This design comes from an exercise in tuning for small area on the open sky130 flow, not from production work.
At most, simulation tests tie the RTL to the original design; equivalence was not proved.
Only the layout flow was run in runs 1 to 3 and 5; the RTL was not checked for function there.
The flow treats the clock pin as an ideal source, which a real chip does not have.
No activity file was given, so power comes from the tool's default toggle rates.

==> flow/design.v <==
`timescale 1ns / 1ps
module baud_gen (
    input  clk,
    input  reset,
    output tick,
    output tick_d     
);
    reg [1:0] a;
    reg [2:0] b;
    reg [4:0] d;
    always @(posedge clk, posedge reset) begin
        if (reset) begin
            a <= 0;
            b <= 0;
            d <= 0;
        end else begin
            a <= {a[0], ~(a[1] | a[0])};
            b <= {b[1:0], ~(b[2] ^ b[1])};
            d <= {d[3:0], ~(d[4] ^ d[2])};
        end
    end
    assign tick   = ~|{a, b, d};
    assign tick_d = ~|{a[1], b[2:1], d[4:1]} & a[0] & b[0] & d[0];
endmodule
module transmitter (
    input        clk,
    input        reset,
    input        tick,
    input        tick_d,
    input        started,
    input        bit_in,
    output [2:0] bitsel,
    output       tx,
    output       done
);
    reg [7:0] c;
    wire [3:0] slot = c[7:4];
    wire idle = ~(c[7] | c[6]);
    wire stop = &slot;
    wire start_bit = ~c[7] & c[6] & c[5] & ~c[4];
    assign bitsel = slot[2:0];
    assign tx     = idle | stop | (~start_bit & bit_in);
    assign done   = tick & (&c);
    always @(posedge clk, posedge reset) begin
        if (reset) begin
            c <= 8'd0;
        end else begin
            if (idle) begin
                if (started) c[6:5] <= 2'b11;
            end else if (tick_d) begin
                c <= c + 8'd1;
            end
        end
    end
endmodule
module receiver (
    input        clk,
    input        reset,
    input        tick,
    input        rx,
    output [7:0] data,
    output       done
);
    reg [7:0] c;
    reg [7:0] sr;
    wire idle   = ~(c[7] | c[6]);
    wire sample = tick & (&c[3:0]) & ((c[7] & ~(&c[6:4])) | (~c[7] & (&c[6:4])));
    wire go     = idle & ~rx;
    wire [7:0] carry;
    assign carry[0] = tick & ~idle;
    genvar i;
    generate
        for (i = 1; i < 8; i = i + 1) begin : g_carry
            assign carry[i] = carry[i-1] & c[i-1];
        end
    endgenerate
    wire [7:0] flip = carry | {1'b0, go, go, 1'b0, go, 2'b00, idle & (rx ^ c[0])};
    assign data = sr;
    assign done = idle & ~c[0];
    always @(posedge clk, posedge reset) begin
        if (reset) c <= 8'd1;
        else c <= c ^ flip;
    end
    always @(posedge clk) begin
        if (sample) sr <= {rx, sr[7:1]};
    end
endmodule
`timescale 1ns / 1ps
module tx_fifo (
    input        clk,
    input        reset,
    input        push,
    input  [7:0] wdata,
    output       full,
    input        pop,
    output       started,   
    input  [2:0] bitsel,    
    output       bit_out
);
    reg  [7:0] v;
    reg [63:0] mem;           
    wire [7:0] keep;
    assign keep[0] = v[0] & ~pop;
    genvar i;
    generate
        for (i = 1; i < 8; i = i + 1) begin : g_keep
            assign keep[i] = keep[i-1] & v[i];
        end
    endgenerate
    assign full     = &v;
    assign started  = |v[6:0];
    wire [8:0]  v_in = {push & ~full, v};
    wire [71:0] m_in = {wdata, mem};
    always @(posedge clk, posedge reset) begin
        if (reset) v <= 0;
        else v <= v_in[8:1] | keep;
    end
    generate
        for (i = 0; i < 8; i = i + 1) begin : g_slot
            always @(posedge clk) begin
                if (!keep[i]) mem[8*i +: 8] <= m_in[8*(i+1) +: 8];
            end
        end
    endgenerate
    wire [7:0] head_rot = {mem[0], mem[7:1]};
    assign bit_out = head_rot[bitsel];
endmodule
module rx_fifo (
    input        clk,
    input        reset,
    input        push,
    input  [7:0] wdata,
    input        pop,
    output       empty,
    output [7:0] rdata
);
    reg        e;
    reg  [2:0] t;
    reg [63:0] mem;
    wire full    = ~e & (&t);
    wire do_push = push & ~full;
    wire do_pop  = pop & ~e;
    assign empty = e;
    assign rdata = mem[7:0];
    wire up = do_push & ~do_pop & ~e;
    wire dn = do_pop & ~do_push & (t != 3'd0);
    wire [2:0] ones, zeros;
    assign ones[0] = up;
    assign zeros[0] = dn;
    genvar i;
    generate
        for (i = 1; i < 3; i = i + 1) begin : g_cnt
            assign ones[i]  = ones[i-1] & t[i-1];
            assign zeros[i] = zeros[i-1] & ~t[i-1];
        end
    endgenerate
    always @(posedge clk, posedge reset) begin
        if (reset) begin
            e <= 1'b1;
            t <= 3'd0;
        end else begin
            t <= t ^ (ones | zeros);
            if (e ? do_push : (do_pop & ~do_push & (t == 3'd0))) e <= ~e;
        end
    end
    wire [71:0] m_in = {wdata, mem};
    generate
        for (i = 0; i < 8; i = i + 1) begin : g_slot
            always @(posedge clk) begin
                if (do_pop || e || t < i) mem[8*i +: 8] <= m_in[8*(i+1) +: 8];
            end
        end
    endgenerate
endmodule
`timescale 1ns / 1ps
module uart_fifo (
    input clk,
    input reset,
    output tx,
    input tx_en,
    input [7:0] tx_data,
    output tx_full,
    input rx,
    input rx_en,
    output [7:0] rx_data,
    output rx_empty
);
    wire       br_tick, br_tick_d;
    wire       tx_start, tx_done, tx_bit, rx_done;
    wire [2:0] tx_bitsel;
    wire [7:0] rx_byte;
    baud_gen U_BAUD (
        .clk(clk), .reset(reset), .tick(br_tick), .tick_d(br_tick_d)
    );
    tx_fifo U_TX_FIFO (
        .clk(clk), .reset(reset),
        .push(tx_en), .wdata(tx_data), .full(tx_full),
        .pop(tx_done), .started(tx_start),
        .bitsel(tx_bitsel), .bit_out(tx_bit)
    );
    transmitter U_TX (
        .clk(clk), .reset(reset), .tick(br_tick), .tick_d(br_tick_d),
        .started(tx_start), .bit_in(tx_bit), .bitsel(tx_bitsel),
        .tx(tx), .done(tx_done)
    );
    receiver U_RX (
        .clk(clk), .reset(reset), .tick(br_tick), .rx(rx),
        .data(rx_byte), .done(rx_done)
    );
    rx_fifo U_RX_FIFO (
        .clk(clk), .reset(reset),
        .push(rx_done), .wdata(rx_byte),
        .pop(rx_en), .empty(rx_empty), .rdata(rx_data)
    );
endmodule
==> flow/flow/run.sh <==
#!/bin/bash
# The standard layout (standard.sh, unchanged synthesis), with these changes:
#  - the ports get the smallest buffer (buf_1);
#  - the clock tree is built by flow/pre_cts.tcl instead of TritonCTS (which
#    is then given no net to work on): the flip-flops are split by recursive
#    bisection of their placement into groups of at most 11, each driven by a
#    clkbuf_4 at its centroid, all driven by one clkbuf_16 fed by the clock port;
#  - after that, flow/post_cts.tcl gives each logic cell the smallest drive of
#    its kind that keeps timing, makes each clock buffer as small as a 110 ps
#    flip-flop clock-pin slew target (on placement parasitics) allows, and then
#    runs CTS's usual timing repair.
# Each tool's output is in the ORFS logs under orfs/logs; make's in standard.log.
set -euo pipefail
F=$(cd "$(dirname "$0")" && pwd)
export PRE_CTS_TCL=$F/pre_cts.tcl
export CTS_ARGS="-clk_nets clk -dont_use_dummy_load -buf_list sky130_fd_sc_hd__clkbuf_8"
export BUFFER_PORTS_ARGS="-buffer_cell sky130_fd_sc_hd__buf_1"
export SKIP_CTS_REPAIR_TIMING=1
export POST_CTS_TCL=$F/post_cts.tcl
bash standard.sh finish > standard.log 2>&1
==> flow/flow/post_cts.tcl <==
# Run after CTS (with SKIP_CTS_REPAIR_TIMING=1): make the clock
# tree's buffers as small as the flip-flop clock-pin slew target allows, then
# repair timing (setup and hold) and legalize, as cts.tcl would have.
proc ct_worst_sink_slew {} {
  set worst 0
  foreach pin [get_pins -hierarchical */CLK] {
    set s [get_property $pin slew_max]
    if {$s > $worst} { set worst $s }
  }
  return $worst
}

proc ct_worst_buf_slew { bufs } {
  set worst 0
  foreach inst $bufs {
    set s [get_property [get_pins [get_full_name $inst]/X] slew_max]
    if {$s > $worst} { set worst $s }
  }
  return $worst
}

proc ct_downsize { sink_target buf_target sizes } {
  estimate_parasitics -placement
  set leaves {}; set upper {}
  foreach inst [get_cells *] {
    if {![string match sky130_fd_sc_hd__clkbuf_* [get_property $inst ref_name]]} { continue }
    set drives_ff 0
    foreach p [get_pins -of_objects [get_nets -of_objects [get_pins [get_full_name $inst]/X]]] {
      if {[get_property $p direction] eq "input" && [get_property $p lib_pin_name] eq "CLK"} { set drives_ff 1; break }
    }
    if {$drives_ff} { lappend leaves $inst } else { lappend upper $inst }
  }
  set all [concat $leaves $upper]
  set b0 [ct_worst_buf_slew $all]
  if {$b0 > $buf_target} { set buf_target $b0 }
  puts "ct_downsize: [llength $leaves] leaf and [llength $upper] upper clock buffers, worst clock pin slew [ct_worst_sink_slew]"
  foreach inst $all {
    set orig [get_property $inst ref_name]
    set cur $orig
    foreach m $sizes {
      if {[get_property [get_lib_cells */$m] area] >= [get_property [get_lib_cells */$cur] area]} { continue }
      replace_cell $inst $m
      estimate_parasitics -placement
      if {[ct_worst_sink_slew] > $sink_target || [ct_worst_buf_slew $all] > $buf_target} {
        replace_cell $inst $cur
        estimate_parasitics -placement
        break
      }
      set cur $m
    }
    if {$cur ne $orig} { puts "ct_downsize: [get_full_name $inst] $orig -> $cur" }
  }
  puts "ct_downsize: worst clock pin slew [ct_worst_sink_slew], worst clock buffer slew [ct_worst_buf_slew $all]"
}

# Give every other cell the smallest drive of its kind (name stem _N) that keeps
# the worst setup slack above a margin and adds no slew or capacitance
# violation.
proc cell_downsize { slack_margin } {
  estimate_parasitics -placement
  set n 0; set saved 0
  foreach inst [get_cells *] {
    set m [get_property $inst ref_name]
    if {![regexp {^(sky130_fd_sc_hd__[a-z0-9]+)_([0-9]+)$} $m -> stem drive]} { continue }
    if {[string match *clk* $stem] || [string match *df* $stem] || [string match *tap* $stem]} { continue }
    if {[get_property $inst is_buffer] && [string match input* [get_full_name $inst]]} { continue }
    set a0 [get_property [get_lib_cells */$m] area]
    set cur $m
    foreach d {0 1 2} {
      set cand ${stem}_$d
      if {$cand eq $cur || [llength [get_lib_cells -quiet */$cand]] == 0} { continue }
      if {[get_property [get_lib_cells */$cand] area] >= [get_property [get_lib_cells */$cur] area]} { continue }
      replace_cell $inst $cand
      estimate_parasitics -placement
      if {[sta::worst_slack_cmd max] < $slack_margin * 1e-9 || [sta::max_slew_violation_count] > 0 || [sta::max_capacitance_violation_count] > 0} {
        replace_cell $inst $cur
        estimate_parasitics -placement
      } else {
        set cur $cand
        break
      }
    }
    if {$cur ne $m} { incr n; set saved [expr {$saved + $a0 - [get_property [get_lib_cells */$cur] area]}] }
  }
  puts "cell_downsize: $n cells made smaller, [format %.2f $saved] um2 saved"
}

cell_downsize 2.0
ct_downsize 0.110 0.150 {sky130_fd_sc_hd__clkbuf_4 sky130_fd_sc_hd__clkbuf_2 sky130_fd_sc_hd__clkbuf_1}
estimate_parasitics -placement
repair_timing_helper
detailed_placement
check_placement -verbose
==> flow/flow/pre_cts.tcl <==
# A hand-built two-level clock tree: the clock port drives one root buffer,
# which drives one leaf buffer per group of flip-flops. The groups come from
# recursive bisection of the placed flip-flops (split along the longer side,
# sizes kept in proportion), so they are compact and of even size; each leaf
# buffer is placed at its group's centroid and the root at the centroid of the
# leaves.
proc ct_split { sinks k } {
  if {$k <= 1} { return [list $sinks] }
  set xs {}; set ys {}
  foreach s $sinks { lappend xs [lindex $s 1]; lappend ys [lindex $s 2] }
  set xs [lsort -real $xs]; set ys [lsort -real $ys]
  set w [expr {[lindex $xs end] - [lindex $xs 0]}]
  set h [expr {[lindex $ys end] - [lindex $ys 0]}]
  set idx [expr {$w >= $h ? 1 : 2}]
  set sorted [lsort -real -index $idx $sinks]
  set k1 [expr {$k / 2}]
  set n1 [expr {int(round(double([llength $sinks]) * $k1 / $k))}]
  return [concat [ct_split [lrange $sorted 0 [expr {$n1 - 1}]] $k1] \
                 [ct_split [lrange $sorted $n1 end] [expr {$k - $k1}]]]
}

proc build_clock_tree { ngroups root_master leaf_master } {
  set block [ord::get_db_block]
  set clk_net [$block findNet clk]
  set sinks {}
  foreach it [$clk_net getITerms] {
    set inst [$it getInst]
    set bb [$inst getBBox]
    lappend sinks [list $it [expr {([$bb xMin] + [$bb xMax]) / 2}] [expr {([$bb yMin] + [$bb yMax]) / 2}]]
  }
  set groups [ct_split $sinks $ngroups]
  set rm [[ord::get_db] findMaster $root_master]
  set lm [[ord::get_db] findMaster $leaf_master]
  set root [odb::dbInst_create $block $rm clkroot_buf]
  set rnet [odb::dbNet_create $block clknet_root]
  $rnet setSigType CLOCK
  set sizes {}
  set rx 0.0; set ry 0.0
  set k 0
  foreach g $groups {
    set gx 0.0; set gy 0.0
    foreach s $g { set gx [expr {$gx + [lindex $s 1]}]; set gy [expr {$gy + [lindex $s 2]}] }
    set gx [expr {int($gx / [llength $g])}]; set gy [expr {int($gy / [llength $g])}]
    set rx [expr {$rx + $gx}]; set ry [expr {$ry + $gy}]
    set b [odb::dbInst_create $block $lm clkleaf_buf_$k]
    $b setLocation $gx $gy
    $b setPlacementStatus PLACED
    set net [odb::dbNet_create $block clknet_leaf_$k]
    $net setSigType CLOCK
    [$b findITerm A] connect $rnet
    [$b findITerm X] connect $net
    foreach s $g {
      set it [lindex $s 0]
      $it disconnect
      $it connect $net
    }
    lappend sizes [llength $g]
    incr k
  }
  $root setLocation [expr {int($rx / $k)}] [expr {int($ry / $k)}]
  $root setPlacementStatus PLACED
  [$root findITerm A] connect $clk_net
  [$root findITerm X] connect $rnet
  $clk_net setSigType CLOCK
  puts "build_clock_tree: [llength $sinks] sinks in $k groups of $sizes"
}

# Groups of at most 11 flip-flops, one clkbuf_4 each, under one clkbuf_16.
set ct_n [llength [[[ord::get_db_block] findNet clk] getITerms]]
build_clock_tree [expr {($ct_n + 10) / 11}] sky130_fd_sc_hd__clkbuf_16 sky130_fd_sc_hd__clkbuf_4
set_propagated_clock [all_clocks]
==> flow/standard.sh <==
#!/bin/bash
# synth_recipe.tcl (not shown) runs the flow's synth.tcl, then flattens the netlist and writes it again
# the make line also repeats each setting of config.mk as NAME=value (left out here)
make -C /OpenROAD-flow-scripts/flow DESIGN_CONFIG=/design/flow/config.mk WORK_HOME=/design/flow/orfs CLKGATE_MAP_FILE= SYNTH_SCRIPT=/design/flow/synth_recipe.tcl "${@:-finish}"
==> flow/config.mk <==
export PLATFORM = sky130hd
export DESIGN_NAME = uart_fifo
export DESIGN_NICKNAME = uart_fifo
export VERILOG_FILES = /design/flow/design.v
export SDC_FILE = /design/flow/constraint.sdc
export NUM_CORES = 4
export LEC_CHECK = 0
export CAP_MARGIN = 20
export CORE_MARGIN = 2
export CORE_UTILIZATION = 70
export PLACE_DENSITY = 0.8
export SLEW_MARGIN = 20
==> flow/constraint.sdc <==
create_clock -name core_clock -period 10.0 [get_ports {clk}]
set_input_delay 2.0000 -clock core_clock [delete_from_list [all_inputs] [get_ports {clk}]]
set_output_delay 2.0000 -clock core_clock [all_outputs]
set_load 0.01 [all_outputs]
==> out/metrics.yaml, run 1 <==
synthesis:
  ys_seq_area_share_pct: 83.5
  synth_ff_type: "edfxtp_1"
  synth_top_family_by_area: "simple AND/OR/NAND/NOR gates"
  syn_area_um2: 6030
  synth.avg_cell_area_um2: 19.0
  syn_inst: 318
  synth_edf_count: 136
  ys_seq_elements: 174
  synth_cell_type_count: 50
  ys_warn_count: 5
  synthXorXnorAreaFrac_pct: 1.60
  syn_nets: 336
  synthSimpleGateAreaFrac_pct: 6.50
  synth_compound_gate_area_share_pct: 4.38
  synthAdderAreaFrac_pct: 1.04
  synth.area.mux_share_pct: 0.996
  async_reset_ff_share_pct: 21.8
place:
  port_buffers: 23
  gp_congestion: 0.749
  hpwl_um: 4920
  dp_slack_ns: 6.30
  dpl.cell_count: 430
global_route:
  antenna_found_initial: 0
  grt_pass1_wl_um: 12800
  grt_usage_pct: 16.5
  grt_pass1_vias: 2646
  gr-total-overflow: 0
  grt_max_degree: 39
run:
  drv_cap: 0
critical_path:
  crit_fanout: 9
  r2r_setup_slack_ns: 6.84
  startpoint_type: "register"
  critPathRequiredTime_ns: 8.00
  end_kind: "output port"
  crit_type: "register to output port"
  crit_arrival_ns: 1.85
routing:
  drt_iter0_drc: 148
  wl_um: 7420
  wl_per_cell_um: 16.6
  drtAntennaViolNets: 0
  firstDrtPassIters: 4
  via_count: 2625
  via_per_inst: 5.87
  post-route-drc-count: 0
sta:
  finalHoldViolations: 0
  max_freq_mhz: 260
  finalMaxSlewViolations: 0
  worstMarginPinSlew_ns: 1.01
  rsz0062_at_grt: "no"
  setup_tns_ns: 0
  skew_ns: 0.0178
  fin_crit_sh_pct: 38.5
  setup_slack_ns: 6.15
  finalSetupViolCount: 0
  slew_headroom_pct: 31.9
  holdWs_ns: 0.377
  min_period_ns: 3.85
floorplan:
  die_h_um: 96.8
  fp.dieArea_um2: 9370
  start_util_pct: 72.7
  rows: 33
  die_w_um: 96.8
  ioPinCount: 24
  coreArea_um2: 8300
power:
  leakage_nw: 2.20
  p_per_area_nw_per_um2: 175
  ir_worst_vdd_mv: 0.120
cells_and_area:
  instances_no_fill: 447
  num-nets-final: 362
  fillers: 486
  final_util_pct: 75.2
  antennaDiodeCount: 0
  area_growth_syn_to_layout_pct: 3.55
  layout-drive-gt1-share_pct: 7.60
status:
  status: "no timing/DRC/antenna violations"
clock_network:
  clk_latency_ns: 0.37
  clkTransAtPathRegs_ns: 0.12
hold_path:
  hp-class: "register to register"
## through the flow
step                      instance area, um2  total power [W]
final                                   6240          0.00109
after global routing                    6240          0.00113
after detailed placement                6160         0.000827
after global placement                  6160         0.000824
after floorplan                         6030         0.000819
## layer usage
layer | GRT usage [%] | part of all wire [%] | vias to the layer above
met2 | 27.4 | 49 | 73
met1 | 23.6 | 43 | 1292
met3 | 2.31 | 5.3 | 18
met5 | 0 | 0 | -
met4 | 4.33 | 2.7 | 0
li1 | - | - | 1242
## critical path, stage by stage, from the launching register on
cell and delay, ns:
dfrtp_1 0.53, mux4_2 0.54, nor3b_1 0.19, a41oi_1 0.06, buf_1 0.16
## report_power, final
| group | internal (W) | switching (W) |
|---|---|---|
| clock | 0.0000933 | 0.000187 |
| combinational | 0.00000802 | 0.0000107 |
| sequential | 0.000779 | 0.0000128 |
## cell type report
class,count,area (um2),share of cell area [%]
plain buffers,17,145,2.32
inverters,6,22.5,0.361
flip-flops and latches,174,5040,80.7
repair buffers,24,91.3,1.46
well taps,105,131,2.10
multi-input cells,121,816,13.1
## placed cells by master (no fill, tap or decap), types with 2 or more instances in the layout
| cell type | instances |
|---|---|
| a211oi_1 | 3 |
| a21o_1 | 6 |
| a21oi_1 | 4 |
| a31o_1 | 3 |
| a31oi_1 | 2 |
| a41oi_1 | 2 |
| and2_1 | 2 |
| and3_1 | 6 |
| buf_1 | 23 |
| clkbuf_4 | 16 |
| dfrtp_1 | 36 |
| dfstp_2 | 2 |
| edfxtp_1 | 136 |
| ha_1 | 5 |
| inv_1 | 6 |
| mux2_1 | 2 |
| nand2_1 | 16 |
| nand3_1 | 8 |
| nand4_1 | 4 |
| nor2_1 | 9 |
| nor2b_1 | 2 |
| nor3_1 | 5 |
| nor4_1 | 3 |
| o211ai_1 | 2 |
| o21a_1 | 2 |
| o21ai_0 | 3 |
| o41ai_1 | 2 |
| or2_2 | 3 |
| or3_1 | 3 |
| xnor2_1 | 7 |
| xor2_1 | 4 |
## cells in the mapped netlist, types with 2 or more instances
cell type	instances	share of area, %
a31o_1	3	0.44
and3_1	6	0.62
clkbuf_1	8	0.50
a211oi_1	3	0.37
o31ai_1	2	0.25
nor2b_1	2	0.21
nor4_1	2	0.21
ha_1	5	1.0
nand4_1	3	0.31
inv_1	6	0.37
o41ai_1	2	0.29
o211ai_1	2	0.25
buf_4	8	1.0
or3_1	3	0.31
nor3_1	3	0.25
o21a_1	2	0.25
dfstp_2	2	0.87
or2_2	3	0.31
xnor2_1	7	1.0
nand3_1	8	0.66
a21oi_1	4	0.33
nor2_1	9	0.56
xor2_1	4	0.58
o21ai_0	3	0.25
a31oi_1	2	0.21
edfxtp_1	136	68
nand2_1	16	1.0
and2_1	2	0.21
a21o_1	6	0.75
dfrtp_1	36	15
## state kept, by name (all words and copies together), names as in the netlist
signal / flops
U_BAUD.a: 2
U_BAUD.d: 5
U_RX_FIFO.e: 1
U_TX_FIFO.v: 8
U_BAUD.b: 3
U_TX_FIFO.mem: 64
U_RX.sr: 8
U_RX.c: 8
U_TX.c: 8
U_RX_FIFO.t: 3
U_RX_FIFO.mem: 64
## worst paths after layout
check                       startpoint           to  depth (start not counted)
max                          U_TX.c[4]           tx                          4
min                        U_BAUD.d[3]  U_BAUD.d[4]                          0
max reg2reg                U_BAUD.b[1]    U_RX.c[7]                         11
min reg2reg                U_BAUD.d[3]  U_BAUD.d[4]                          0
max in group asynchronous        reset    U_TX.c[5]                          3
min in group asynchronous        reset    U_RX.c[2]                          3
## cells by family (layout without fill, tap and decap cells)
group / count (synthesis) / after routing
AO/OA/AOI/OAI: 34 / 34
XOR/XNOR: 11 / 11
adder cells (fa/ha/maj): 5 / 5
buffers and inverters: 23 / 47
flip-flops: 174 / 174
multiplexers: 4 / 4
AND/OR/NAND/NOR: 67 / 67
==> inputs of run 2 (changes only) <==
--- a/flow/flow/run.sh
+++ b/flow/flow/run.sh
@@ -1,4 +1,6 @@
 #!/bin/bash
 # The standard layout (standard.sh, unchanged synthesis), with these changes:
+#  - at the end of floorplan, flow/post_floorplan.tcl re-maps the synthesized
+#    logic for area with OpenROAD's restructure (registers untouched);
 #  - the ports get the smallest buffer (buf_1);
 #  - the clock tree is built by flow/pre_cts.tcl instead of TritonCTS (which
@@ -13,4 +15,5 @@
 set -euo pipefail
 F=$(cd "$(dirname "$0")" && pwd)
+export POST_FLOORPLAN_TCL=$F/post_floorplan.tcl
 export PRE_CTS_TCL=$F/pre_cts.tcl
 export CTS_ARGS="-clk_nets clk -dont_use_dummy_load -buf_list sky130_fd_sc_hd__clkbuf_8"
==> flow/flow/filter_lib.py (new file) <==
#!/usr/bin/env python3
"""Copy a liberty file without the cells whose names match the given patterns
(the platform's don't-use cells), for restructure to map with."""
import fnmatch, re, sys

src, dst, pats = sys.argv[1], sys.argv[2], sys.argv[3].split()
out = []
skip = 0  # brace depth inside a skipped cell, 0 when not skipping
with open(src) as f:
    for line in f:
        if skip:
            skip += line.count('{') - line.count('}')
            continue
        m = re.match(r'\s*cell\s*\(\s*"?([\w$]+)"?\s*\)\s*\{', line)
        if m and any(fnmatch.fnmatch(m.group(1), p) for p in pats):
            skip = line.count('{') - line.count('}')
            continue
        out.append(line)
with open(dst, 'w') as f:
    f.writelines(out)
==> flow/flow/post_floorplan.tcl (new file) <==
# Run at the end of floorplan: re-map the synthesized logic for area with
# OpenROAD's restructure (ABC), from a copy of the library without the
# platform's don't-use cells. Registers are not touched.
set rmp_dir $::env(RESULTS_DIR)/rmp
file mkdir $rmp_dir
set rmp_lib $rmp_dir/restructure.lib
exec python3 [file dirname [info script]]/filter_lib.py \
  $::env(PLATFORM_DIR)/lib/sky130_fd_sc_hd__tt_025C_1v80.lib $rmp_lib $::env(DONT_USE_CELLS)
log_cmd restructure -target area -liberty_file $rmp_lib \
  -tielo_port sky130_fd_sc_hd__conb_1/LO -tiehi_port sky130_fd_sc_hd__conb_1/HI \
  -work_dir $rmp_dir
==> run 2 against run 1 <==
- still clean
- critical path depth grew 3
- register-to-register slack got worse by 0.81 ns
- combinational power grew to 4.7 times the previous value
- total power is 21% higher
- cell count increased by 4.0%
- worst hold slack improved by 0.025 ns
- global-route usage is 0.82 points lower
- sequential power up 21%
- critical path type is now register to register
==> out/metrics.yaml, run 2 <==
cells_and_area:
  final_common_cell: "edfxtp_1"  # unchanged
  instances_no_fill: 465  # was 447
  num-nets-final: 375  # was 362
  area_growth_syn_to_layout_pct: 2.28  # was 3.55%
  final_cell_mix: "edfxtp_1 (136), dfrtp_1 (36), clkinv_1 (34)"  # was edfxtp_1 (136), dfrtp_1 (36), buf_1 (23)
  antennaDiodeCount: 0  # unchanged
  final_util_pct: 74.3  # was 75.2%
  layout-drive-gt1-share_pct: 6.11  # was 7.60%
  top_regs: "U_RX_FIFO.mem: 64 flops, U_TX_FIFO.mem: 64 flops"  # unchanged
routing:
  drtAntennaViolNets: 0  # unchanged
  wl_per_cell_um: 15.5  # was 16.6 um
  via_per_inst: 5.60  # was 5.87
  wl_um: 7210  # was 7420 um
  via_count: 2602  # was 2,625
  post-route-drc-count: 0  # unchanged
  drt_iter0_drc: 166  # was 148
  firstDrtPassIters: 7  # was 4
power:
  p_per_area_nw_per_um2: 215  # was 175 nW/um2
  p_int_w: 0.00103  # was 0.000880 W
  switching_share_pct: 21.9  # was 19.3%
  pwr-share-clk_pct: 20.9  # was 25.7%
  seqPwrFrac_pct: 72.4  # was 72.6%
  leakage_nw: 2.12  # was 2.20 nW
  ir_worst_vdd_mv: 0.121  # was 0.120 mV
  combPwrFrac_pct: 6.7  # was 1.7%
  switching_power_w: 0.000290  # was 0.000210 W
synthesis:
  ys_warn_count: 5  # unchanged
  ys_seq_area_share_pct: 83.5  # unchanged
  synth_edf_count: 136  # unchanged
  synthSimpleGateAreaFrac_pct: 6.50  # unchanged
  synth_top_family_by_area: "simple AND/OR/NAND/NOR gates"  # unchanged
  synth_compound_gate_area_share_pct: 4.38  # unchanged
  synth_most_common_cell: "edfxtp_1"  # unchanged
  syn_nets: 336  # unchanged
  synthXorXnorAreaFrac_pct: 1.60  # unchanged
  yosysTopAreaCell: "edfxtp_1"  # unchanged
  synth_ff_type: "edfxtp_1"  # unchanged
  synth.area.mux_share_pct: 0.996  # unchanged
  async_reset_ff_share_pct: 21.8  # unchanged
  synth.avg_cell_area_um2: 19.0  # unchanged
  yosys-top-cells-area: "edfxtp_1 (68%), dfrtp_1 (15%), ha_1 (1.0%)"  # unchanged
  synthAdderAreaFrac_pct: 1.04  # unchanged
  ys_seq_elements: 174  # unchanged
  syn_area_um2: 6030  # unchanged
  syn_inst: 318  # unchanged
  synth_top_cell_area_share_pct: 67.7  # unchanged
  synth_common_cells: "edfxtp_1 (136), dfrtp_1 (36), nand2_1 (16)"  # unchanged
  synth_cell_type_count: 50  # unchanged
run:
  drv_cap: 0  # unchanged
sta:
  finalSetupViolCount: 0  # unchanged
  min_period_ns: 3.97  # was 3.85 ns
  finalMaxSlewViolations: 0  # unchanged
  finalHoldViolations: 0  # unchanged
  fin_crit_sh_pct: 39.7  # was 38.5%
  max_freq_mhz: 252  # was 260 MHz
  slew_headroom_pct: 40.1  # was 31.9%
  rsz0062_at_grt: "no"  # unchanged
  holdWs_ns: 0.401  # was 0.377 ns
  skew_ns: 0.0158  # was 0.0178 ns
  worstMarginPinSlew_ns: 0.890  # was 1.01 ns
  setup_tns_ns: 0  # unchanged
status:
  status: "no timing/DRC/antenna violations"  # unchanged
floorplan:
  ioPinCount: 24  # unchanged
  die_w_um: 96.8  # unchanged
  fp.dieArea_um2: 9370  # unchanged
  rows: 33  # unchanged
  coreArea_um2: 8300  # unchanged
  die_h_um: 96.8  # unchanged
  start_util_pct: 72.7  # unchanged
clock_network:
  clkTransAtPathRegs_ns: 0.11  # was 0.12 ns
  clk_latency_ns: 0.37  # about the same
critical_path:
  startpoint_type: "register"  # unchanged
  r2r_cells: 7  # was 11
  crit_fanout: 11  # was 9
  crit_type: "register to register"  # was register to output port
  end_kind: "register"  # was output port
  crit_arrival_ns: 4.01  # was 1.85 ns
  critPathRequiredTime_ns: 10.04  # was 8.00 ns
hold_path:
  hold_depth: 0  # unchanged
  hp-class: "register to register"  # unchanged
global_route:
  grt_usage_pct: 15.6  # was 16.5%
  grt_max_degree: 39  # unchanged
  grt_pass1_vias: 2678  # was 2,646
  gr-total-overflow: 0  # unchanged
  antenna_found_initial: 0  # unchanged
  grt_pass1_wl_um: 12100  # was 12,800 um
place:
  hpwl_um: 4850  # was 4920 um
  gp_congestion: 0.746  # was 0.749
  dpl.cell_count: 447  # was 430
  port_buffers: 23  # unchanged
run 2: layout make-up:
class,instances,area [um2]
buffer,17,145
fill,478,2130
inverter,34,128
multi-input combinational,109,626
sequential,174,5040
tap,105,131
timing repair buffer,26,100
run 2: logic make-up after synthesis:
group / after synthesis
AOI/OAI and AO/OA: 34
DFF: 174
buffers and inverters: 23
adders and majority gates: 5
xor gates and xnor gates: 11
muxes: 4
and+or+nand+nor: 67
run 2: per-stage QoR:
step | area, um2 | worst slack (ns) | power, W
after global placement | 6020 | 6.33 | 0.00105
after detailed placement | 6020 | 6.11 | 0.00106
after global routing | 6170 | 5.77 | 0.00139
after floorplan | 6030 | 6.64 | 0.000819
final | 6170 | 6.03 | 0.00132
run 2: power by group through the flow:
stage	Clock [W]	Sequential [W]	Combinational (W)
global route	0.000317	0.000971	0.0000997
finish	0.000277	0.000958	0.0000888
global placement	0	0.000965	0.0000833
floorplan	0	0.000799	0.0000200
detailed placement	0	0.000976	0.0000884
run 2: critical path, cell delays in order, from the launching register on:
cell,delay (ns)
dfrtp_1,0.42
or4_1,0.51
nor4_1,0.29
nand4_1,0.25
nor4_1,0.73
or3_1,0.46
or2_0,0.56
or3_1,0.41
run 2: layer usage:
| metal | wire length [um] | part of all wire (%) | up-vias | track usage, % |
|---|---|---|---|---|
| met5 | 0 | 0 | - | 0 |
| met4 | 94 | 1.3 | 0 | 3.03 |
| met3 | 550 | 7.6 | 11 | 2.82 |
| met2 | 3540 | 49 | 86 | 26.2 |
| met1 | 3020 | 42 | 1244 | 22.3 |
| li1 | - | - | 1261 | - |
run 2: path summary, 6_finish.rpt:
| kind | slack, ns | from | to |
|---|---|---|---|
| min reg2reg | 0.40 | U_BAUD.d[0] | U_BAUD.d[1] |
| min | 0.40 | U_BAUD.d[0] | U_BAUD.d[1] |
| max reg2reg | 6.03 | U_BAUD.d[2] | U_TX_FIFO.mem[32] |
| max | 6.03 | U_BAUD.d[2] | U_TX_FIFO.mem[32] |
| min in group asynchronous | 1.84 | reset | U_TX_FIFO.v[4] |
| max in group asynchronous | 7.64 | reset | U_TX.c[0] |
==> inputs of run 3 (changes only) <==
--- a/flow/design.v
+++ b/flow/design.v
@@ -42,14 +42,16 @@
     assign tx     = idle | stop | (~start_bit & bit_in);
     assign done   = tick & (&c);
-    always @(posedge clk, posedge reset) begin
-        if (reset) begin
-            c <= 8'd0;
-        end else begin
-            if (idle) begin
-                if (started) c[6:5] <= 2'b11;
-            end else if (tick_d) begin
-                c <= c + 8'd1;
-            end
-        end
+    wire go = idle & started;
+    wire [7:0] carry;
+    assign carry[0] = tick_d & ~idle;
+    genvar i;
+    generate
+        for (i = 1; i < 8; i = i + 1) begin : g_carry
+            assign carry[i] = carry[i-1] & c[i-1];
+        end
+    endgenerate
+    always @(posedge clk, posedge reset) begin
+        if (reset) c <= 8'd0;
+        else c <= c ^ (carry | {1'b0, go, go, 5'b0});
     end
 endmodule
==> run 3 against run 2 <==
- largest cell class unchanged
- cell count unchanged
- die area down 1.2%
- critical endpoint is now tx
- setup slack better by 0.16 ns
- cell area up 0.18%
- critical path depth down 2
- critical path type is now register to output port
- routed wire length up 4.8%
- sequential power down 17%
- global-route usage up 1.6 points
- still clean on timing, DRC and antenna
- clock power about the same
==> out/metrics.yaml, run 3 <==
sta:
  finalHoldViolations: 0  # unchanged
  skew_ns: 0.0155  # was 0.0158 ns
  worstMarginPinSlew_ns: 0.954  # was 0.890 ns
  finalMaxSlewViolations: 0  # unchanged
  setup_tns_ns: 0  # unchanged
  rsz0062_at_grt: "no"  # unchanged
  max_freq_mhz: 263  # was 252 MHz
  slew_headroom_pct: 35.7  # was 40.1%
  holdWs_ns: 0.404  # was 0.401 ns
  fin_crit_sh_pct: 38.1  # was 39.7%
  finalSetupViolCount: 0  # unchanged
  min_period_ns: 3.81  # was 3.97 ns
synthesis:
  async_reset_ff_share_pct: 21.8  # unchanged
  ys_seq_elements: 174  # unchanged
  synth_top_cell_area_share_pct: 68.6  # was 67.7%
  synth_ff_type: "edfxtp_1"  # unchanged
  synth_cell_type_count: 48  # was 50
  ys_warn_count: 5  # unchanged
  syn_nets: 329  # was 336
  yosys-top-cells-area: "edfxtp_1 (69%), dfrtp_1 (15%), ha_1 (1.9%)"  # was edfxtp_1 (68%), dfrtp_1 (15%), ha_1 (1.0%)
  synth.avg_cell_area_um2: 19.4  # was 19.0 um2
  synth_most_common_cell: "edfxtp_1"  # unchanged
  ys_seq_area_share_pct: 84.6  # was 83.5%
  synth_edf_count: 136  # unchanged
  yosysTopAreaCell: "edfxtp_1"  # unchanged
  syn_inst: 307  # was 318
  synth_common_cells: "edfxtp_1 (136), dfrtp_1 (36), nand2_1 (10), nor2_1 (10), ha_1 (9)"  # was edfxtp_1 (136), dfrtp_1 (36), nand2_1 (16)
  syn_area_um2: 5960  # was 6030 um2
critical_path:
  path_cells: "clkinv_1 > a221oi_1 > nor2_1 > o32a_1 > buf_1"  # was or4_1 > nor4_1 > nand4_1 > nor4_1 > or3_1 > or2_0 > or3_1
  crit_arrival_ns: 1.81  # was 4.01 ns
  end_kind: "output port"  # was register
  cpPeakStageDelay_ns: 0.48  # was 0.73 ns
  crit_type: "register to output port"  # was register to register
  startpoint_type: "register"  # unchanged
  critPathSlowestCell: "dfrtp_1"  # was nor4_1
  r2r_start: "U_BAUD.a[1]"  # was U_BAUD.d[2]
  crit_start: "U_TX.c[5]"  # was U_BAUD.d[2]
  critPathRequiredTime_ns: 8.00  # was 10.04 ns
  crit_fanout: 7  # was 11
global_route:
  grt_usage_pct: 17.3  # was 15.6%
  grt_max_degree: 39  # unchanged
  antenna_found_initial: 0  # unchanged
  gr-total-overflow: 0  # unchanged
  grt_pass1_wl_um: 12300  # was 12,100 um
  grt_pass1_vias: 2619  # was 2,678
routing:
  drt_iter0_drc: 152  # was 166
  via_per_inst: 5.74  # was 5.60
  wl_um: 7550  # was 7210 um
  via_count: 2669  # was 2,602
  wl_per_cell_um: 16.2  # was 15.5 um
  post-route-drc-count: 0  # unchanged
  drtAntennaViolNets: 0  # unchanged
  firstDrtPassIters: 4  # was 7
power:
  leakage_nw: 2.11  # was 2.12 nW
  p_per_area_nw_per_um2: 179  # was 215 nW/um2
  ir_worst_vdd_mv: 0.127  # was 0.121 mV
cells_and_area:
  final_cell_mix: "edfxtp_1 (136), dfrtp_1 (36), clkinv_1 (31)"  # was edfxtp_1 (136), dfrtp_1 (36), clkinv_1 (34)
  instances_no_fill: 465  # unchanged
  area_growth_syn_to_layout_pct: 3.72  # was 2.28%
  final_util_pct: 75.2  # was 74.3%
  antennaDiodeCount: 0  # unchanged
  final-seq-area_um2: 5040  # unchanged
  fillers: 479  # was 478
  multiInputGateArea_um2: 657  # was 626 um2
  final_area_um2: 6180  # was 6170 um2
  top_regs: "U_RX_FIFO.mem: 64 flops, U_TX_FIFO.mem: 64 flops"  # unchanged
  num-nets-final: 375  # unchanged
  final_common_cell: "edfxtp_1"  # unchanged
  layout-drive-gt1-share_pct: 6.11  # unchanged
floorplan:
  die_w_um: 96.3  # was 96.8 um
  ioPinCount: 24  # unchanged
  coreArea_um2: 8220  # was 8300 um2
  die_h_um: 96.3  # was 96.8 um
  start_util_pct: 72.5  # was 72.7%
  fp.dieArea_um2: 9260  # was 9370 um2
  rows: 33  # unchanged
run:
  drv_cap: 0  # unchanged
place:
  gp_congestion: 0.792  # was 0.746
  dpl.cell_count: 448  # was 447
  hpwl_um: 5130  # was 4850 um
  port_buffers: 23  # unchanged
  placedInstanceArea_um2: 6030  # was 6020 um2
clock_network:
  clk_latency_ns: 0.37  # about the same
  clkTransAtPathRegs_ns: 0.10  # was 0.11 ns
hold_path:
  min-delay-start: "U_BAUD.d[3]"  # was U_BAUD.d[0]
  hp-class: "register to register"  # unchanged
status:
  status: "no timing/DRC/antenna violations"  # unchanged
==> run 3: cell types whose count changed after synthesis, sizes merged, moves of 3 or more <==
cell | before | now
xnor2 | 7 | 4
or2 | 4 | 1
ha | 5 | 9
nand2 | 16 | 10
and3 | 6 | 3
==> run 3: path summary, 6_finish.rpt <==
path / to / slack [ns] / cells past startpoint
worst max-delay path: tx / 6.19 / 5
worst min-delay path: U_BAUD.d[4] / 0.40 / 0
worst max register to register: U_TX_FIFO.mem[50] / 6.38 / 7
worst min register to register: U_BAUD.d[4] / 0.40 / 0
max in group asynchronous: U_TX.c[4] / 7.66 / 3
min in group asynchronous: U_RX_FIFO.t[0] / 1.82 / 3
==> run 3: cells by family (layout without fill, tap and decap cells) <==
kind of cell	Yosys count	in the layout	share of synthesized area, %
flops	174	174	84.6
simple gates	58	66	5.67
compound gates	32	46	3.74
buf+inv	24	72	2.35
fa+ha+maj	9	0	1.89
xor+xnor	7	2	1.03
mux	3	0	0.756
==> run 3: power by group <==
group / total (W) / leakage, nW / internal [W] / switching (W)
Combinational: 0.0000273 / 0.265 / 0.00000742 / 0.0000199
Clock: 0.000277 / 0.0859 / 0.0000932 / 0.000184
Sequential: 0.000799 / 1.76 / 0.000788 / 0.0000108
Total: 0.00110 / 2.11 / 0.000889 / 0.000215
==> run 3: stage by stage <==
| step | total power (W) | setup WS (ns) |
|---|---|---|
| 6_report | 0.00110 | 6.19 |
| 5_1_grt | 0.00114 | 5.97 |
| 3_5_place_dp | 0.000841 | 6.20 |
| 3_3_place_gp | 0.000839 | 6.33 |
| 2_1_floorplan | 0.000813 | 6.64 |
==> run 3: cell type report <==
cell class | instances | area share [%]
sequential | 174 | 81.5
multi-input combinational | 114 | 10.6
buffer | 17 | 2.35
tap | 105 | 2.13
inverter | 31 | 1.88
timing repair buffer | 24 | 1.48
==> run 3: layer usage <==
| layer | vias to the layer above | share of wire (%) | routed length (um) | GRT usage (%) |
|---|---|---|---|---|
| met2 | 74 | 50 | 3790 | 30.2 |
| met1 | 1307 | 43 | 3220 | 23.5 |
| met4 | 0 | 2.3 | 173 | 3.81 |
| met5 | - | 0 | 0 | 0 |
| li1 | 1274 | - | - | - |
| met3 | 14 | 4.9 | 368 | 2.74 |
==> run 3: critical path, delay by kind of cell (launching register included) <==
kind | cells | cell delay, ns
AOI/OAI and AO/OA | 2 | 0.61
DFF | 1 | 0.48
buffers and inverters | 2 | 0.29
and+or+nand+nor | 1 | 0.07
==> inputs of run 4 (changes only) <==
--- a/flow/design.v
+++ b/flow/design.v
@@ -42,16 +42,14 @@
     assign tx     = idle | stop | (~start_bit & bit_in);
     assign done   = tick & (&c);
-    wire go = idle & started;
-    wire [7:0] carry;
-    assign carry[0] = tick_d & ~idle;
-    genvar i;
-    generate
-        for (i = 1; i < 8; i = i + 1) begin : g_carry
-            assign carry[i] = carry[i-1] & c[i-1];
-        end
-    endgenerate
-    always @(posedge clk, posedge reset) begin
-        if (reset) c <= 8'd0;
-        else c <= c ^ (carry | {1'b0, go, go, 5'b0});
+    always @(posedge clk, posedge reset) begin
+        if (reset) begin
+            c <= 8'd0;
+        end else begin
+            if (idle) begin
+                if (started) c[6:5] <= 2'b11;
+            end else if (tick_d) begin
+                c <= c + 8'd1;
+            end
+        end
     end
 endmodule
@@ -137,32 +135,26 @@
     output [7:0] rdata
 );
-    reg        e;
-    reg  [2:0] t;
+    reg  [3:0] n;
     reg [63:0] mem;
-    wire full    = ~e & (&t);
+    wire full    = n[3];
     wire do_push = push & ~full;
-    wire do_pop  = pop & ~e;
-    assign empty = e;
+    wire do_pop  = pop & (n != 4'd0);
+    assign empty = (n == 4'd0);
     assign rdata = mem[7:0];
-    wire up = do_push & ~do_pop & ~e;
-    wire dn = do_pop & ~do_push & (t != 3'd0);
-    wire [2:0] ones, zeros;
+    wire up = do_push & ~do_pop;
+    wire dn = do_pop & ~do_push;
+    wire [3:0] ones, zeros;
     assign ones[0] = up;
     assign zeros[0] = dn;
     genvar i;
     generate
-        for (i = 1; i < 3; i = i + 1) begin : g_cnt
-            assign ones[i]  = ones[i-1] & t[i-1];
-            assign zeros[i] = zeros[i-1] & ~t[i-1];
-        end
-    endgenerate
-    always @(posedge clk, posedge reset) begin
-        if (reset) begin
-            e <= 1'b1;
-            t <= 3'd0;
-        end else begin
-            t <= t ^ (ones | zeros);
-            if (e ? do_push : (do_pop & ~do_push & (t == 3'd0))) e <= ~e;
-        end
+        for (i = 1; i < 4; i = i + 1) begin : g_cnt
+            assign ones[i]  = ones[i-1] & n[i-1];
+            assign zeros[i] = zeros[i-1] & ~n[i-1];
+        end
+    endgenerate
+    always @(posedge clk, posedge reset) begin
+        if (reset) n <= 0;
+        else n <= n ^ (ones | zeros);
     end
     wire [71:0] m_in = {wdata, mem};
@@ -170,5 +162,5 @@
         for (i = 0; i < 8; i = i + 1) begin : g_slot
             always @(posedge clk) begin
-                if (do_pop || e || t < i) mem[8*i +: 8] <= m_in[8*(i+1) +: 8];
+                if (do_pop || n <= i) mem[8*i +: 8] <= m_in[8*(i+1) +: 8];
             end
         end
==> run 4 against run 3 <==
- area after synthesis increased by 0.42%
- routed wire length shrank 7.6%
- register-to-register slack better by 0.32 ns
- via count decreased by 2.7%
- critical path depth stayed put
- global-route usage down 1.5 points
- clock skew rose by 0.0042 ns
- maximum frequency grew 1.9%
- sequential share of layout area grew 0.26 points
- setup slack improved by 0.071 ns
==> out/metrics.yaml, run 4 <==
cells_and_area:
  antennaDiodeCount: 0  # unchanged
  num-nets-final: 375  # unchanged
  final_cell_mix: "edfxtp_1 (136), dfrtp_1 (37), clkinv_1 (34)"  # was edfxtp_1 (136), dfrtp_1 (36), clkinv_1 (31)
  fillers: 496  # was 479
  final_util_pct: 74.6  # was 75.2%
  top_regs: "U_RX_FIFO.mem: 64 flops, U_TX_FIFO.mem: 64 flops"  # unchanged
  multiInputGateArea_um2: 621  # was 657 um2
  final-seq-area_um2: 5040  # about the same
  final_common_cell: "edfxtp_1"  # unchanged
  area_growth_syn_to_layout_pct: 2.93  # was 3.72%
  layout-drive-gt1-share_pct: 5.83  # was 6.11%
  final_area_um2: 6160  # was 6180 um2
run:
  drv_cap: 0  # unchanged
synthesis:
  synth_edf_count: 136  # unchanged
  async_reset_ff_share_pct: 21.8  # unchanged
  yosysTopAreaCell: "edfxtp_1"  # unchanged
  ys_seq_elements: 174  # unchanged
  syn_nets: 334  # was 329
  synth.avg_cell_area_um2: 19.1  # was 19.4 um2
  ys_seq_area_share_pct: 84.2  # was 84.6%
  synth_most_common_cell: "edfxtp_1"  # unchanged
  yosys-top-cells-area: "edfxtp_1 (68%), dfrtp_1 (15%), xnor2_1 (1.6%)"  # was edfxtp_1 (69%), dfrtp_1 (15%), ha_1 (1.9%)
  synth_ff_type: "edfxtp_1"  # unchanged
  syn_area_um2: 5980  # was 5960 um2
  syn_inst: 314  # was 307
  synth_common_cells: "edfxtp_1 (136), dfrtp_1 (37), nand2_1 (14)"  # was edfxtp_1 (136), dfrtp_1 (36), nand2_1 (10), nor2_1 (10), ha_1 (9)
  synth_cell_type_count: 42  # was 48
  ys_warn_count: 5  # unchanged
  synth_top_cell_area_share_pct: 68.3  # was 68.6%
routing:
  drtAntennaViolNets: 0  # unchanged
  post-route-drc-count: 0  # unchanged
  firstDrtPassIters: 4  # unchanged
  drt_iter0_drc: 109  # was 152
  via_per_inst: 5.59  # was 5.74
  wl_per_cell_um: 15.0  # was 16.2 um
  via_count: 2598  # was 2,669
  wl_um: 6970  # was 7550 um
floorplan:
  rows: 33  # unchanged
  die_w_um: 96.4  # was 96.3 um
  ioPinCount: 24  # unchanged
  fp.dieArea_um2: 9300  # was 9260 um2
  die_h_um: 96.4  # was 96.3 um
  start_util_pct: 72.4  # was 72.5%
  coreArea_um2: 8260  # was 8220 um2
place:
  hpwl_um: 4760  # was 5130 um
  dp_slack_ns: 6.65  # was 6.20 ns
  port_buffers: 23  # unchanged
  placedInstanceArea_um2: 6000  # was 6030 um2
  gp_congestion: 0.752  # was 0.792
critical_path:
  crit_fanout: 8  # was 7
  critPathSlowestCell: "dfrtp_1"  # unchanged
  path_cells: "clkinv_1 > a221oi_1 > nor2_1 > o32a_1 > buf_1"  # unchanged
  critPathRequiredTime_ns: 8.00  # about the same
  end_kind: "output port"  # unchanged
  crit_type: "register to output port"  # unchanged
  path_delay_family: "compound AO/OA/AOI/OAI gates"  # unchanged
  cp_num_buf_inv: 2  # unchanged
  startpoint_type: "register"  # unchanged
  crit_arrival_ns: 1.74  # was 1.81 ns
  cpPeakStageDelay_ns: 0.48  # about the same
global_route:
  grt_pass1_vias: 2400  # was 2,619
  antenna_found_initial: 0  # unchanged
  grt_pass1_wl_um: 11300  # was 12,300 um
  gr-total-overflow: 0  # unchanged
  grt_usage_pct: 15.8  # was 17.3%
  grt_max_degree: 39  # unchanged
sta:
  finalMaxSlewViolations: 0  # unchanged
  finalSetupViolCount: 0  # unchanged
  finalHoldViolations: 0  # unchanged
  max_freq_mhz: 268  # was 263 MHz
  setup_slack_ns: 6.26  # was 6.19 ns
  fin_crit_sh_pct: 37.4  # was 38.1%
  rsz0062_at_grt: "no"  # unchanged
  skew_ns: 0.0197  # was 0.0155 ns
  slew_headroom_pct: 28.3  # was 35.7%
  min_period_ns: 3.74  # was 3.81 ns
  worstMarginPinSlew_ns: 1.07  # was 0.954 ns
  setup_tns_ns: 0  # unchanged
power:
  leakage_nw: 2.09  # was 2.11 nW
  ir_worst_vdd_mv: 0.131  # was 0.127 mV
  power_w: 0.00131  # was 0.00110 W
  p_per_area_nw_per_um2: 213  # was 179 nW/um2
clock_network:
  clk_latency_ns: 0.37  # about the same
  clkTransAtPathRegs_ns: 0.11  # was 0.10 ns
hold_path:
  hp-class: "register to register"  # unchanged
status:
  status: "no timing/DRC/antenna violations"  # unchanged
run 4: cell types whose count changed after synthesis, sizes merged, moves of 3 or more:
cell   before  now
and3        3    6
mux2i       0    3
nand2      10   14
o31ai       4    1
xnor2       4   11
run 4: where the power goes:
part,internal [W],switching (W),total [W],leakage [nW]
combinational,0.0000255,0.0000710,0.0000965,0.280
sequential,0.000903,0.0000323,0.000936,1.73
clock,0.0000932,0.000184,0.000277,0.0859
run 4: worst paths after layout:
kind	end	start	cells past startpoint	slack, ns
min in group asynchronous	U_BAUD.b[0]	reset	3	1.84
worst max-delay path	tx	U_TX.c[5]	5	6.26
worst min register to register	U_BAUD.d[2]	U_BAUD.d[1]	0	0.38
worst max register to register	U_TX_FIFO.mem[18]	U_BAUD.b[1]	8	6.70
worst min-delay path	U_BAUD.d[2]	U_BAUD.d[1]	0	0.38
max in group asynchronous	U_RX_FIFO.n[2]	reset	3	7.62
run 4: final cells by class:
cell class | instances | area share, %
flip-flops and latches | 174 | 81.8
inverters | 34 | 2.07
multi-input cells | 110 | 10.1
repair buffers | 25 | 1.56
well taps | 105 | 2.13
plain buffers | 17 | 2.36
run 4: per-stage QoR:
step / instances / hold slack, ns
after global routing: 465 / 0.411
after global placement: 447 / 0.352
after detailed placement: 447 / 0.363
after floorplan: 314 / 0.354
final: 465 / 0.377
run 4: kinds of logic (layout without fill, tap and decap cells):
family          Yosys count  after routing  share of synthesized area [%]
compound gates           22             37                           2.55
xor+xnor                 15              4                           2.20
fa+ha+maj                 7              0                           1.46
buf+inv                  23             76                           1.99
flops                   174            174                           84.2
mux                       7              0                           1.44
simple gates             66             69                           6.17
run 4: per-layer routing:
| layer | up-vias | global-route usage, % | routed length (um) |
|---|---|---|---|
| met5 | - | 0 | 0 |
| met3 | 14 | 2.02 | 443 |
| met2 | 67 | 26.1 | 3420 |
| li1 | 1262 | - | - |
| met1 | 1255 | 23.3 | 2980 |
| met4 | 0 | 3.52 | 129 |
==> inputs of run 5 (changes only) <==
--- a/flow/design.v
+++ b/flow/design.v
@@ -42,14 +42,16 @@
     assign tx     = idle | stop | (~start_bit & bit_in);
     assign done   = tick & (&c);
-    always @(posedge clk, posedge reset) begin
-        if (reset) begin
-            c <= 8'd0;
-        end else begin
-            if (idle) begin
-                if (started) c[6:5] <= 2'b11;
-            end else if (tick_d) begin
-                c <= c + 8'd1;
-            end
-        end
+    wire go = idle & started;
+    wire [7:0] carry;
+    assign carry[0] = tick_d & ~idle;
+    genvar i;
+    generate
+        for (i = 1; i < 8; i = i + 1) begin : g_carry
+            assign carry[i] = carry[i-1] & c[i-1];
+        end
+    endgenerate
+    always @(posedge clk, posedge reset) begin
+        if (reset) c <= 8'd0;
+        else c <= c ^ (carry | {1'b0, go, go, 5'b0});
     end
 endmodule
@@ -135,26 +137,32 @@
     output [7:0] rdata
 );
-    reg  [3:0] n;
+    reg        e;
+    reg  [2:0] t;
     reg [63:0] mem;
-    wire full    = n[3];
+    wire full    = ~e & (&t);
     wire do_push = push & ~full;
-    wire do_pop  = pop & (n != 4'd0);
-    assign empty = (n == 4'd0);
+    wire do_pop  = pop & ~e;
+    assign empty = e;
     assign rdata = mem[7:0];
-    wire up = do_push & ~do_pop;
-    wire dn = do_pop & ~do_push;
-    wire [3:0] ones, zeros;
+    wire up = do_push & ~do_pop & ~e;
+    wire dn = do_pop & ~do_push & (t != 3'd0);
+    wire [2:0] ones, zeros;
     assign ones[0] = up;
     assign zeros[0] = dn;
     genvar i;
     generate
-        for (i = 1; i < 4; i = i + 1) begin : g_cnt
-            assign ones[i]  = ones[i-1] & n[i-1];
-            assign zeros[i] = zeros[i-1] & ~n[i-1];
-        end
-    endgenerate
-    always @(posedge clk, posedge reset) begin
-        if (reset) n <= 0;
-        else n <= n ^ (ones | zeros);
+        for (i = 1; i < 3; i = i + 1) begin : g_cnt
+            assign ones[i]  = ones[i-1] & t[i-1];
+            assign zeros[i] = zeros[i-1] & ~t[i-1];
+        end
+    endgenerate
+    always @(posedge clk, posedge reset) begin
+        if (reset) begin
+            e <= 1'b1;
+            t <= 3'd0;
+        end else begin
+            t <= t ^ (ones | zeros);
+            if (e ? do_push : (do_pop & ~do_push & (t == 3'd0))) e <= ~e;
+        end
     end
     wire [71:0] m_in = {wdata, mem};
@@ -162,5 +170,5 @@
         for (i = 0; i < 8; i = i + 1) begin : g_slot
             always @(posedge clk) begin
-                if (do_pop || n <= i) mem[8*i +: 8] <= m_in[8*(i+1) +: 8];
+                if (do_pop || e || t < i) mem[8*i +: 8] <= m_in[8*(i+1) +: 8];
             end
         end
--- a/flow/flow/run.sh
+++ b/flow/flow/run.sh
@@ -4,10 +4,13 @@
 #    logic for area with OpenROAD's restructure (registers untouched);
 #  - the ports get the smallest buffer (buf_1);
-#  - the clock tree is built by flow/pre_cts.tcl instead of TritonCTS (which
-#    is then given no net to work on): the flip-flops are split by recursive
-#    bisection of their placement into groups of at most 11, each driven by a
-#    clkbuf_4 at its centroid, all driven by one clkbuf_16 fed by the clock port;
-#  - after that, flow/post_cts.tcl gives each logic cell the smallest drive of
-#    its kind that keeps timing, makes each clock buffer as small as a 110 ps
+#  - the clock tree is hand-built (flow/ct_lib.tcl) instead of by TritonCTS:
+#    the flip-flops are split by recursive bisection of their placement into
+#    groups of at most 22, each driven by an inv_8 at its centroid, all driven
+#    by one inv_12 fed by the clock port (two inversions, so the flip-flops see
+#    the clock's own polarity). flow/pre_cts.tcl first puts in a buffer tree of
+#    the same shape so that CTS finds no clock net to work on; flow/post_cts.tcl
+#    then replaces it with the inverters (after CTS's repair_clock_inverters);
+#  - flow/post_cts.tcl then also gives each logic cell the smallest drive of
+#    its kind that keeps timing, makes each clock-tree inverter as small as a 110 ps
 #    flip-flop clock-pin slew target (on placement parasitics) allows, and then
 #    runs CTS's usual timing repair.
==> flow/flow/ct_lib.tcl (new file) <==
# A hand-built two-level clock tree: the clock port drives one root inverter,
# which drives one leaf inverter per group of flip-flops, so the flip-flops get
# the clock inverted twice, that is with its own polarity. The groups come from
# recursive bisection of the placed flip-flops (split along the longer side,
# sizes kept in proportion), so they are compact and of even size; each leaf
# inverter is placed at its group's centroid and the root at the centroid of the
# leaves.
proc ct_split { sinks k } {
  if {$k <= 1} { return [list $sinks] }
  set xs {}; set ys {}
  foreach s $sinks { lappend xs [lindex $s 1]; lappend ys [lindex $s 2] }
  set xs [lsort -real $xs]; set ys [lsort -real $ys]
  set w [expr {[lindex $xs end] - [lindex $xs 0]}]
  set h [expr {[lindex $ys end] - [lindex $ys 0]}]
  set idx [expr {$w >= $h ? 1 : 2}]
  set sorted [lsort -real -index $idx $sinks]
  set k1 [expr {$k / 2}]
  set n1 [expr {int(round(double([llength $sinks]) * $k1 / $k))}]
  return [concat [ct_split [lrange $sorted 0 [expr {$n1 - 1}]] $k1] \
                 [ct_split [lrange $sorted $n1 end] [expr {$k - $k1}]]]
}

proc ct_out { inst } {
  foreach it [$inst getITerms] {
    if {[$it isOutputSignal]} { return $it }
  }
}

proc build_clock_tree { ngroups root_master leaf_master } {
  set block [ord::get_db_block]
  set clk_net [$block findNet clk]
  set sinks {}
  foreach it [$clk_net getITerms] {
    set inst [$it getInst]
    set bb [$inst getBBox]
    lappend sinks [list $it [expr {([$bb xMin] + [$bb xMax]) / 2}] [expr {([$bb yMin] + [$bb yMax]) / 2}]]
  }
  set groups [ct_split $sinks $ngroups]
  set rm [[ord::get_db] findMaster $root_master]
  set lm [[ord::get_db] findMaster $leaf_master]
  set root [odb::dbInst_create $block $rm clkroot_buf]
  set rnet [odb::dbNet_create $block clknet_root]
  $rnet setSigType CLOCK
  set sizes {}
  set rx 0.0; set ry 0.0
  set k 0
  foreach g $groups {
    set gx 0.0; set gy 0.0
    foreach s $g { set gx [expr {$gx + [lindex $s 1]}]; set gy [expr {$gy + [lindex $s 2]}] }
    set gx [expr {int($gx / [llength $g])}]; set gy [expr {int($gy / [llength $g])}]
    set rx [expr {$rx + $gx}]; set ry [expr {$ry + $gy}]
    set b [odb::dbInst_create $block $lm clkleaf_buf_$k]
    $b setLocation $gx $gy
    $b setPlacementStatus PLACED
    set net [odb::dbNet_create $block clknet_leaf_$k]
    $net setSigType CLOCK
    [$b findITerm A] connect $rnet
    [ct_out $b] connect $net
    foreach s $g {
      set it [lindex $s 0]
      $it disconnect
      $it connect $net
    }
    lappend sizes [llength $g]
    incr k
  }
  $root setLocation [expr {int($rx / $k)}] [expr {int($ry / $k)}]
  $root setPlacementStatus PLACED
  [$root findITerm A] connect $clk_net
  [ct_out $root] connect $rnet
  $clk_net setSigType CLOCK
  puts "build_clock_tree: [llength $sinks] sinks in $k groups of $sizes"
}


# Take the tree build_clock_tree made out again: the flip-flops go back on the
# clock net and the tree's cells and nets are deleted.
proc remove_clock_tree {} {
  set block [ord::get_db_block]
  set clk_net [$block findNet clk]
  foreach net [$block getNets] {
    set name [$net getName]
    if {![string match clknet_leaf_* $name]} { continue }
    foreach it [$net getITerms] {
      set inst [$it getInst]
      if {[string match clkleaf_buf_* [$inst getName]]} { continue }
      $it disconnect
      $it connect $clk_net
    }
  }
  foreach inst [$block getInsts] {
    set name [$inst getName]
    if {[string match clkleaf_buf_* $name] || $name eq "clkroot_buf"} { odb::dbInst_destroy $inst }
  }
  foreach net [$block getNets] {
    set name [$net getName]
    if {[string match clknet_leaf_* $name] || $name eq "clknet_root"} { odb::dbNet_destroy $net }
  }
}
--- a/flow/flow/post_cts.tcl
+++ b/flow/flow/post_cts.tcl
@@ -1,5 +1,6 @@
-# Run after CTS (with SKIP_CTS_REPAIR_TIMING=1): make the clock
-# tree's buffers as small as the flip-flop clock-pin slew target allows, then
-# repair timing (setup and hold) and legalize, as cts.tcl would have.
+# Run after CTS (with SKIP_CTS_REPAIR_TIMING=1): give logic cells their smallest
+# drive that keeps timing, make the clock-tree cells (flow/pre_cts.tcl) as small
+# as the flip-flop clock-pin slew target allows, then repair timing (setup and
+# hold) and legalize, as cts.tcl would have.
 proc ct_worst_sink_slew {} {
   set worst 0
@@ -14,5 +15,5 @@
   set worst 0
   foreach inst $bufs {
-    set s [get_property [get_pins [get_full_name $inst]/X] slew_max]
+    set s [get_property [get_pins -of_objects $inst -filter "direction == output"] slew_max]
     if {$s > $worst} { set worst $s }
   }
@@ -24,7 +25,7 @@
   set leaves {}; set upper {}
   foreach inst [get_cells *] {
-    if {![string match sky130_fd_sc_hd__clkbuf_* [get_property $inst ref_name]]} { continue }
+    if {![string match clkleaf_buf_* [get_full_name $inst]] && [get_full_name $inst] ne "clkroot_buf"} { continue }
     set drives_ff 0
-    foreach p [get_pins -of_objects [get_nets -of_objects [get_pins [get_full_name $inst]/X]]] {
+    foreach p [get_pins -of_objects [get_nets -of_objects [get_pins -of_objects $inst -filter "direction == output"]]] {
       if {[get_property $p direction] eq "input" && [get_property $p lib_pin_name] eq "CLK"} { set drives_ff 1; break }
     }
@@ -38,5 +39,7 @@
     set orig [get_property $inst ref_name]
     set cur $orig
+    regexp {^(sky130_fd_sc_hd__[a-z0-9]+)_[0-9]+$} $orig -> stem
     foreach m $sizes {
+      if {![string match ${stem}_* $m]} { continue }
       if {[get_property [get_lib_cells */$m] area] >= [get_property [get_lib_cells */$cur] area]} { continue }
       replace_cell $inst $m
@@ -64,4 +67,5 @@
     if {![regexp {^(sky130_fd_sc_hd__[a-z0-9]+)_([0-9]+)$} $m -> stem drive]} { continue }
     if {[string match *clk* $stem] || [string match *df* $stem] || [string match *tap* $stem]} { continue }
+    if {[string match clk* [get_full_name $inst]]} { continue }
     if {[get_property $inst is_buffer] && [string match input* [get_full_name $inst]]} { continue }
     set a0 [get_property [get_lib_cells */$m] area]
@@ -86,6 +90,17 @@
 }
 
+# The tree of inverters: groups of at most 22 flip-flops, one inv_8 each,
+# under one inv_12 (two inversions, so the flip-flops see the clock's own
+# polarity). It is built here, after CTS's repair_clock_inverters, which would
+# otherwise give every flip-flop an inverter of its own.
+source [file dirname [info script]]/ct_lib.tcl
+remove_clock_tree
+set ct_n [llength [[[ord::get_db_block] findNet clk] getITerms]]
+build_clock_tree [expr {($ct_n + 21) / 22}] sky130_fd_sc_hd__inv_12 sky130_fd_sc_hd__inv_8
+detailed_placement
+estimate_parasitics -placement
+
 cell_downsize 2.0
-ct_downsize 0.110 0.150 {sky130_fd_sc_hd__clkbuf_4 sky130_fd_sc_hd__clkbuf_2 sky130_fd_sc_hd__clkbuf_1}
+ct_downsize 0.110 0.150 {sky130_fd_sc_hd__inv_8 sky130_fd_sc_hd__inv_6 sky130_fd_sc_hd__inv_4 sky130_fd_sc_hd__inv_2}
 estimate_parasitics -placement
 repair_timing_helper
==> flow/flow/pre_cts.tcl (replaced) <==
# Before CTS: a clock tree of buffers (flow/ct_lib.tcl), only to keep TritonCTS
# and repair_clock_inverters away from the clock; post_cts.tcl replaces it.
source [file dirname [info script]]/ct_lib.tcl
set ct_n [llength [[[ord::get_db_block] findNet clk] getITerms]]
build_clock_tree [expr {($ct_n + 21) / 22}] sky130_fd_sc_hd__clkbuf_16 sky130_fd_sc_hd__clkbuf_8
set_propagated_clock [all_clocks]
==> run 5 against run 4 <==
- clock skew down 0.012 ns
- global-route usage is 0.71 points higher
- via count up 0.35%
- die area down 0.39%
- utilization is 0.16 points higher
- maximum frequency increased by 2.0%
- worst hold slack better by 0.025 ns
- first-iteration DRC count increased by 39%
- largest cell class unchanged
==> out/metrics.yaml, run 5 <==
status:
  status: "no timing/DRC/antenna violations"  # unchanged
critical_path:
  end_kind: "register"  # was output port
  crit_arrival_ns: 3.48  # was 1.74 ns
  crit_type: "input pin to register"  # was register to output port
  cpPeakStageDelay_ns: 0.39  # was 0.48 ns
  critPathSlowestCell: "clkinv_1"  # was dfrtp_1
  path_cells: "buf_1 > nor2_1 > clkinv_1 > nor2_1 > o21ai_0"  # was clkinv_1 > a221oi_1 > nor2_1 > o32a_1 > buf_1
  critPathRequiredTime_ns: 9.82  # was 8.00 ns
power:
  p_per_area_nw_per_um2: 175  # was 213 nW/um2
  power_w: 0.00107  # was 0.00131 W
  leakage_nw: 2.08  # was 2.09 nW
global_route:
  gr-total-overflow: 0  # unchanged
  antenna_found_initial: 0  # unchanged
  grt_usage_pct: 16.5  # was 15.8%
  grt_pass1_wl_um: 11800  # was 11,300 um
place:
  placedInstanceArea_um2: 6030  # was 6000 um2
  port_buffers: 23  # unchanged
  hpwl_um: 5130  # was 4760 um
sta:
  skew_ns: 0.00786  # was 0.0197 ns
  finalMaxSlewViolations: 0  # unchanged
  fin_crit_sh_pct: 36.7  # was 37.4%
  setup_tns_ns: 0  # unchanged
  rsz0062_at_grt: "no"  # unchanged
  max_freq_mhz: 273  # was 268 MHz
  finalHoldViolations: 0  # unchanged
  slew_headroom_pct: 36.9  # was 28.3%
synthesis:
  syn_nets: 329  # was 334
  syn_area_um2: 5960  # was 5980 um2
  synth.avg_cell_area_um2: 19.4  # was 19.1 um2
  yosys-top-cells-area: "edfxtp_1 (69%), dfrtp_1 (15%), ha_1 (1.9%)"  # was edfxtp_1 (68%), dfrtp_1 (15%), xnor2_1 (1.6%)
  synth_edf_count: 136  # unchanged
  synth_cell_type_count: 48  # was 42
  async_reset_ff_share_pct: 21.8  # unchanged
  ys_seq_elements: 174  # unchanged
  synth_common_cells: "edfxtp_1 (136), dfrtp_1 (36), nand2_1 (10), nor2_1 (10), ha_1 (9)"  # was edfxtp_1 (136), dfrtp_1 (37), nand2_1 (14)
  ys_warn_count: 5  # unchanged
cells_and_area:
  final_common_cell: "edfxtp_1"  # unchanged
  layout-drive-gt1-share_pct: 3.98  # was 5.83%
  antennaDiodeCount: 0  # unchanged
  num-nets-final: 367  # was 375
floorplan:
  coreArea_um2: 8220  # was 8260 um2
  ioPinCount: 24  # unchanged
  die_h_um: 96.3  # was 96.4 um
  fp.dieArea_um2: 9260  # was 9300 um2
clock_network:
  clkTransAtPathRegs_ns: 0.10  # was 0.11 ns
routing:
  firstDrtPassIters: 4  # unchanged
  drt_iter0_drc: 152  # was 109
  wl_per_cell_um: 15.9  # was 15.0 um
  drtAntennaViolNets: 0  # unchanged
[run 5: final timing paths]
check	from	end	slack, ns	cells past startpoint
worst min-delay path	U_BAUD.d[3]	U_BAUD.d[4]	0.40	0
worst max-delay path	rx_en	U_RX_FIFO.mem[44]	6.33	5
min in group asynchronous	reset	U_RX.c[3]	2.01	3
worst max register to register	U_BAUD.a[1]	U_TX_FIFO.mem[53]	6.40	7
worst min register to register	U_BAUD.d[3]	U_BAUD.d[4]	0.40	0
max in group asynchronous	reset	U_TX.c[1]	7.46	3
[run 5: stage by stage]
step | hold WS (ns) | util, % | cells | worst slack (ns)
after floorplan | 0.354 | - | 307 | 6.64
after global placement | 0.348 | 73.3 | 448 | 6.33
after detailed placement | 0.372 | 73.3 | 448 | 6.20
after global routing | 0.423 | 74.7 | 457 | 6.00
final | 0.402 | 74.7 | 457 | 6.33
[run 5: power by group]
group / switching, W / internal, W
registers: 0.0000106 / 0.000788
clock network: 0.000212 / 0.0000355
logic: 0.0000194 / 0.00000742
[run 5: cell type report]
cell class / instances / area [um2] / area share, %
sequential: 174 / 5040 / 82.0
multi-input combinational: 114 / 657 / 10.7
inverter: 40 / 223 / 3.63
timing repair buffer: 24 / 91.3 / 1.49
tap: 105 / 131 / 2.14
[run 5: per-layer routing]
layer	global-route usage [%]	part of all wire, %	up-vias
li1	-	-	1257
met5	0	0	-
met3	1.41	3.5	10
met4	2.50	1.4	0
met2	29.2	51	54
met1	23.3	44	1286
[run 5: kinds of logic (layout without fill, tap and decap cells)]
group                    count (synthesis)  after routing  share of synthesized area, %
AO/OA/AOI/OAI                           32             46                          3.74
buffers and inverters                   24             64                          2.35
adder cells (fa/ha/maj)                  9              0                          1.89
multiplexers                             3              0                         0.756
flip-flops                             174            174                          84.6
AND/OR/NAND/NOR                         58             66                          5.67
XOR/XNOR                                 7              2                          1.03
[run 5: critical path, delay by kind of cell]
kind / cells / cell delay [ns]
simple gates: 2 / 0.57
buf+inv: 2 / 0.51
compound gates: 1 / 0.39

Re-timed with assumed drivers on the ports (clkbuf_16 on the clock, buf_2 on other inputs), run 5 has 6.322 ns of setup slack against 6.334 ns with ideal ports, and 6.120 ns once port delays also move by the mid clock arrival of 0.237 ns.
